Context: an optimization exercise on an open-source flow, tuned for small area, a short achievable clock period and few clock cycles per item. The choices shown serve that exercise and are no tape-out recipe.
At most, simulation tests tie the RTL to the original design; equivalence was not proved.

## CordicAccelerator
module CordicAccelerator(
  input         clock,
  input         reset,
  input         cmd_valid,
  output        cmd_ready,
  input  [6:0]  cmd_funct,
  input  [4:0]  cmd_rd,
  input  [63:0] cmd_rs1,
  input  [63:0] cmd_rs2,
  output        resp_valid,
  input         resp_ready,
  output [4:0]  resp_rd,
  output [63:0] resp_data,
  output        busy
);
Size in the first run: about 14000 cells after synthesis.
Settings: LEC_CHECK=0, CAP_MARGIN=20, CORE_MARGIN=2, CORE_UTILIZATION=60, CTS_BUF_LIST=sky130_fd_sc_hd__clkbuf_8, CTS_CLUSTER_SIZE=20, SETUP_SLACK_MARGIN=2.5, SLEW_MARGIN=20; clock period 6.0 ns.
run.sh (not shown) runs the stock make flow with config.mk's settings and CLKGATE_MAP_FILE= SYNTH_SCRIPT=/design/flow/synth_recipe.tcl, a recipe that flattens the netlist after the stock synthesis.
Testbench counts at the start, summed over its fixed seeds: cycles 1,856, items 1,600.
Change:
- CTS_BUF_LIST: sky130_fd_sc_hd__clkbuf_8 -> unset
- CTS_CLUSTER_SIZE: 20 -> unset
- SETUP_SLACK_MARGIN: 2.5 -> 2.2
Result: Routed wire length rises by 7.6%. Count of clock-buffer cells in the layout falls by 134.
Change:
- SETUP_SLACK_MARGIN: 2.2 -> 2.0
Effect:
- utilization came out lower by 0.85 points
- fmax came out lower by about 5%
- final area came out lower by 1.2%
- die area stays the same
- worst hold slack gets worse by 0.049 ns
Change:
- ABC_AREA: unset -> 1
- CTS_BUF_LIST: unset -> sky130_fd_sc_hd__clkbuf_4 sky130_fd_sc_hd__clkbuf_8
- SETUP_SLACK_MARGIN: 2.0 -> 2.5
What happened: Global-route usage shrinks by 0.74 points. Setup slack improved by 0.37 ns. Via count grows by a quarter to a third. Non-clock buffer count grows by 18. Wire length grows by a little under a tenth.

* * *

Setup of old:
Another version of the RTL of CordicAccelerator (not shown whole).
Size: roughly 14000 cells after synthesis, ~220 I/O pins, ~0.14 sq mm of cells after synthesis.
// CordicAccelerator
module CordicAccelerator(
  input         clock,
  input         reset,
  input         cmd_valid,
  output        cmd_ready,
  input  [6:0]  cmd_funct,
  input  [4:0]  cmd_rd,
  input  [63:0] cmd_rs1,
  input  [63:0] cmd_rs2,
  output        resp_valid,
  input         resp_ready,
  output [4:0]  resp_rd,
  output [63:0] resp_data,
  output        busy
);
  function [31:0] addc(input [31:0] a, input [31:0] b, input c);
    reg [31:0] g, p, gg, pp, gn, pn;
    integer k, l;
    begin
      g = a & b;
      p = a ^ b;
      gg = g;
      pp = p;
      gg[0] = g[0] | (p[0] & c);
      pp[0] = 1'b0;
      for (l = 0; l < 5; l = l + 1) begin
        gn = gg;
        pn = pp;
        for (k = 0; k < 32; k = k + 1)
          if (k[l]) begin
            gn[k] = gg[k] | (pp[k] & gg[((k >> l) << l) - 1]);
            pn[k] = pp[k] & pp[((k >> l) << l) - 1];
          end
        gg = gn;
        pp = pn;
      end
      addc = p ^ {gg[30:0], c};
    end
  endfunction
  wire recirc;    
  wire [31:0] res;
  wire [4:0] end_rd;
  wire take;      
  assign cmd_ready = take;
  wire accept = cmd_valid & take;
  wire [31:0] z0 = cmd_rs2[31:0];
  wire z0_fits = (z0[31:17] == {15{z0[31]}});
  wire [17:0] zc0 = z0_fits ? z0[17:0] : {z0[31], {17{~z0[31]}}};
  wire d1 = zc0[17];
  wire [17:0] zs2 = d1 ? zc0 + 18'd51472 : zc0 - 18'd51472;
  wire [16:0] z3 = (zs2[17:16] == {2{zs2[17]}}) ? zs2[16:0] : {zs2[17], {16{~zs2[17]}}};
  wire d6 = z0[31] ? ($signed(z0) < -32'sd51472) : ($signed(z0) < 32'sd51472);
  wire [31:0] x4 = cmd_rs1[31:0];
  wire [31:0] yt5 = ((cmd_rs1[31:0] ^ {32{d1}}) + {31'd0, d1}) ^ {32{~d6}};
  wire c2_7 = $signed(z0) < 32'sd81858;
  wire c2_8 = $signed(z0) < 32'sd21086;
  wire c2_9 = $signed(z0) < -32'sd21086;
  wire c2_10 = $signed(z0) < -32'sd81858;
  wire d11 = z0[31] ? (d6 ? c2_10 : c2_9) : (d6 ? c2_8 : c2_7);
  reg [31:0] p1_x, p1_y;
  reg [17:0] p1_z;
  reg p1_d1, p1_d2;
  reg [4:0] p1_rd;
  reg p1_fn, p1_dn, p1_v;
  always @(posedge clock) begin
    if (reset) p1_v <= 1'b0;
    else p1_v <= accept | recirc;
    p1_x <= recirc ? res : x4;
    p1_y <= recirc ? {32{~d6}} : yt5;
    p1_z <= zc0;
    p1_rd <= recirc ? end_rd : cmd_rd;
    p1_fn <= ~recirc & cmd_funct[0];
    p1_dn <= recirc;
    p1_d1 <= d6;
    p1_d2 <= d11;
  end
  ...
export LEC_CHECK = 0
export CAP_MARGIN = 20
export CORE_MARGIN = 2
export CORE_UTILIZATION = 70
export CTS_BUF_LIST = sky130_fd_sc_hd__clkbuf_4 sky130_fd_sc_hd__clkbuf_8
export PLACE_DENSITY = 0.75
export SETUP_SLACK_MARGIN = 2.5
export SLEW_MARGIN = 20
create_clock -name core_clock -period 6.0 [get_ports {clock}]
Testbench counts of old, summed over its fixed seeds: cycles 1,856, items 1,600.
Input changes introduced in new (baseline for comparison: old):
Settings: PLACE_DENSITY: 0.75 -> unset; CORE_UTILIZATION: 70 -> 60.
Results
- new vs old, post-synthesis to final-layout area growth went up by 0.43 points.
- Taking old as the reference point, the met1 capacity usage during global routing of new falls by 3.9 points.
- From old to new the numbers moved as follows: die area picked up an extra about 17%, number of buffer and inverter instances along the worst setup path picked up an extra 2, final critical-path required period lost 0.16 ns, combined global-route utilization of all metal layers lost 5.4 points, routed wire length lost 12000 um.
- In new, the cell count came out 391 above the value in old.
- Diff old and new: wire length on met1 lower in old

* * *

== the baseline ==
Starting RTL as in the previous note.
==> flow/config.mk <==
export PLATFORM = sky130hd
export DESIGN_NAME = CordicAccelerator
export DESIGN_NICKNAME = CordicAccelerator
export VERILOG_FILES = /design/flow/design.v
export SDC_FILE = /design/flow/constraint.sdc
export NUM_CORES = 8
export LEC_CHECK = 0
export CAP_MARGIN = 20
export CORE_MARGIN = 2
export CORE_UTILIZATION = 55
export CTS_BUF_LIST = sky130_fd_sc_hd__clkbuf_8 sky130_fd_sc_hd__clkbuf_16
export CTS_CLUSTER_DIAMETER = 80
export CTS_CLUSTER_SIZE = 30
export GPL_ROUTABILITY_DRIVEN = 0
export SETUP_SLACK_MARGIN = 2.5
export SLEW_MARGIN = 20
==> flow/constraint.sdc <==
create_clock -name core_clock -period 6.0 [get_ports {clock}]
set_input_delay 1.2000 -clock core_clock [delete_from_list [all_inputs] [get_ports {clock}]]
set_output_delay 1.2000 -clock core_clock [all_outputs]
set_load 0.01 [all_outputs]
In summary, the baseline completed successfully, with a layout that passed the timing, DRC and antenna checks.
Testbench counts of the baseline, summed over its fixed seeds: cycles 1,856, items 1,600.
For the candidate, these inputs were changed with respect to the baseline:
- CORE_UTILIZATION now 60, was 55
[summary]
Wire length (lower): the baseline. Diff the baseline..the candidate | register-to-register slack | negligible. The candidate ends up with higher minimum period implied by the final worst setup slack than the baseline does. Of the two values seen for highest routing layer actually used, met5 was produced by the candidate and met4 by the baseline. Going from the baseline to the candidate, clock skew climbed 8.1 ps; maximum number of pins on one net before global-route repair decreased by about 25% relative to the old numbers; design area essentially unchanged; ratio of cells with drive above 1 in the final layout increased 0.21 points.

* * *

the reference run:
CordicAccelerator, a different RTL version from the one above (not shown whole).
Size: ~14000 cells after synthesis, roughly 2500 flip-flops, ~220 I/O pins, roughly 140000 µm² of cells after synthesis.
clock: 6.0 ns
lec_check: 0
cap_margin: 20
core_margin: 2
core_utilization: 60
cts_buf_list: sky130_fd_sc_hd__clkbuf_8 sky130_fd_sc_hd__clkbuf_16
cts_cluster_diameter: 80
cts_cluster_size: 30
gpl_routability_driven: 0
place_density: 0.63
setup_slack_margin: 2.5
slew_margin: 20
What the trial run does differently from the reference run at the input level:
Settings: CTS_BUF_LIST: sky130_fd_sc_hd__clkbuf_8 sky130_fd_sc_hd__clkbuf_16 -> sky130_fd_sc_hd__clkbuf_16; CTS_CLUSTER_DIAMETER: 80 -> 70; PLACE_DENSITY: 0.63 -> unset; CTS_CLUSTER_SIZE: 30 -> 36.
==> notes.md <==
- The trial run vs the reference run on non-clock buffer count: the trial run is the higher one.
- Per the comparison of the trial run with the reference run, data arrival time of the critical path decreased 20 ps; met1 usage in global routing essentially unchanged; final critical-path required period decreased 8.2 ps; routed wire length essentially unchanged.
Function was not checked in any run of this note: the RTL went through the layout flow alone.

* * *

== red ==
CordicAccelerator with an RTL version that a note above also has.
Size: roughly 14000 cells after synthesis, about 2500 flip-flops, roughly 220 I/O pins, roughly 0.14 sq mm of cells after synthesis.
export LEC_CHECK = 0
export CAP_MARGIN = 20
export CORE_MARGIN = 2
export CORE_UTILIZATION = 60
export CTS_BUF_LIST = sky130_fd_sc_hd__clkbuf_8 sky130_fd_sc_hd__clkbuf_16
export CTS_CLUSTER_DIAMETER = 80
export CTS_CLUSTER_SIZE = 30
export SETUP_SLACK_MARGIN = 2.5
export SLEW_MARGIN = 20
create_clock -name core_clock -period 6.0 [get_ports {clock}]
Testbench counts of red, summed over its fixed seeds: cycles 1,856, items 1,600.
#### Input delta (blue over red)
Settings: setting PLACE_DENSITY to 0.55 for the first time; changing CORE_UTILIZATION from 60 to 55; setting GPL_ROUTABILITY_DRIVEN to 0 for the first time.
Results
blue against red: core utilization of the finished layout now sits lower, wire length fell about 13%, maximum fanout encountered on the critical timing path grew by 5, layout buffer count excluding clock buffers now sits lower, width of the chip went up.
Changes observed in blue relative to red: number of inserted diodes moved down, critical path depth now sits lower, final worst slack grew by 0.098 ns, vertical extent of the die up 4.4%.
| wire length of the first global-routing pass | lower: blue |
Compared with red, maximum clock frequency in blue increased by a few percent.
Input changes introduced in green (baseline for comparison: blue):
Settings: CORE_UTILIZATION: 55 -> 60; GPL_ROUTABILITY_DRIVEN: 0 -> unset; PLACE_DENSITY: 0.55 -> unset; SETUP_SLACK_MARGIN: 2.5 -> 2.6.
--- outcome ---
- Cell count went down slightly going from blue to green.
- Re summed area of non-filler cells in the final layout: blue and green aren't equal, and the lower value belongs to blue.
diff inputs: green => orange
Settings: changing SETUP_SLACK_MARGIN from 2.6 to 2.5; setting PLACE_DENSITY to 0.66 for the first time; setting GPL_ROUTABILITY_DRIVEN to 0 for the first time.
==> comparison <==
orange: flow completed, timing, DRC and antenna clean
Between green and orange, the difference in layout multi-input combinational cell count is negligible.
Summary: with green as the reference, wire length reported by the detailed router in orange moved up by a little under 10%.
In the flow results for green and orange, the cell area is larger on green.
The global-route usage in orange was higher than what green gave.

## re-timing with driven ports
Ports are ideal in the flow. The routed layouts listed here were re-timed in OpenROAD. Step 1 (the two cells are an assumption about what drives the block):
set clk [get_ports {clock}]
set_driving_cell -lib_cell sky130_fd_sc_hd__clkbuf_16 $clk
set_driving_cell -lib_cell sky130_fd_sc_hd__buf_2 [delete_from_list [all_inputs] $clk]
Step 2, shift: input delay + t, output delay - t, t = (earliest + latest rising clock arrival at the registers) / 2. This alone moves slack from input paths to output paths. Three values: ideal ports, drivers, drivers and shift; two values: the first two.
| run | shift t [ns] | setup slack, ns | worst hold slack (ns) |
|---|---|---|---|
| the first run of note 1 | 1.147 | 2.305 / 2.235 / 1.464 | 0.290 / 0.290 / 0.290 |
| the second run of note 1 | 1.006 | 2.277 / 2.254 / 1.306 | 0.323 / 0.323 / 0.323 |
| the third run of note 1 | 1.021 | 2.090 / 2.090 / 1.165 | 0.274 / 0.274 / 0.274 |
| the fourth run of note 1 | 1.168 | 2.464 / 2.365 / 1.623 | 0.304 / 0.304 / 0.304 |
| old | 1.188 | 2.218 / 2.218 / 1.470 | 0.283 / 0.283 / 0.283 |
| new | 1.171 | 2.381 / 2.327 / 1.622 | 0.238 / 0.238 / 0.238 |
| the baseline | 0.895 | 2.390 / 2.390 / 1.791 | 0.315 / 0.315 / 0.315 |
| the candidate | 0.919 | 2.384 / 2.384 / 1.797 | 0.325 / 0.325 / 0.325 |
| the reference run | 0.895 | 2.487 / 2.487 / 1.770 | 0.305 / 0.305 / 0.305 |
| the trial run | 0.907 | 2.496 / 2.496 / 1.763 | 0.303 / 0.303 / 0.303 |
| red | 0.932 | 2.292 / 2.292 / 1.786 | 0.322 / 0.322 / 0.322 |
| blue | 0.895 | 2.390 / 2.390 / 1.791 | 0.315 / 0.315 / 0.315 |
| green | 0.907 | 2.318 / 2.312 / 1.853 | 0.314 / 0.314 / 0.314 |
| orange | 0.941 | 2.368 / 2.368 / 1.626 | 0.314 / 0.314 / 0.314 |
After both steps setup and hold are still met in every run listed. For the second run of note 1, which loses most, drivers alone change the setup slack by -0.023 ns; drivers and shift together by -0.971 ns.
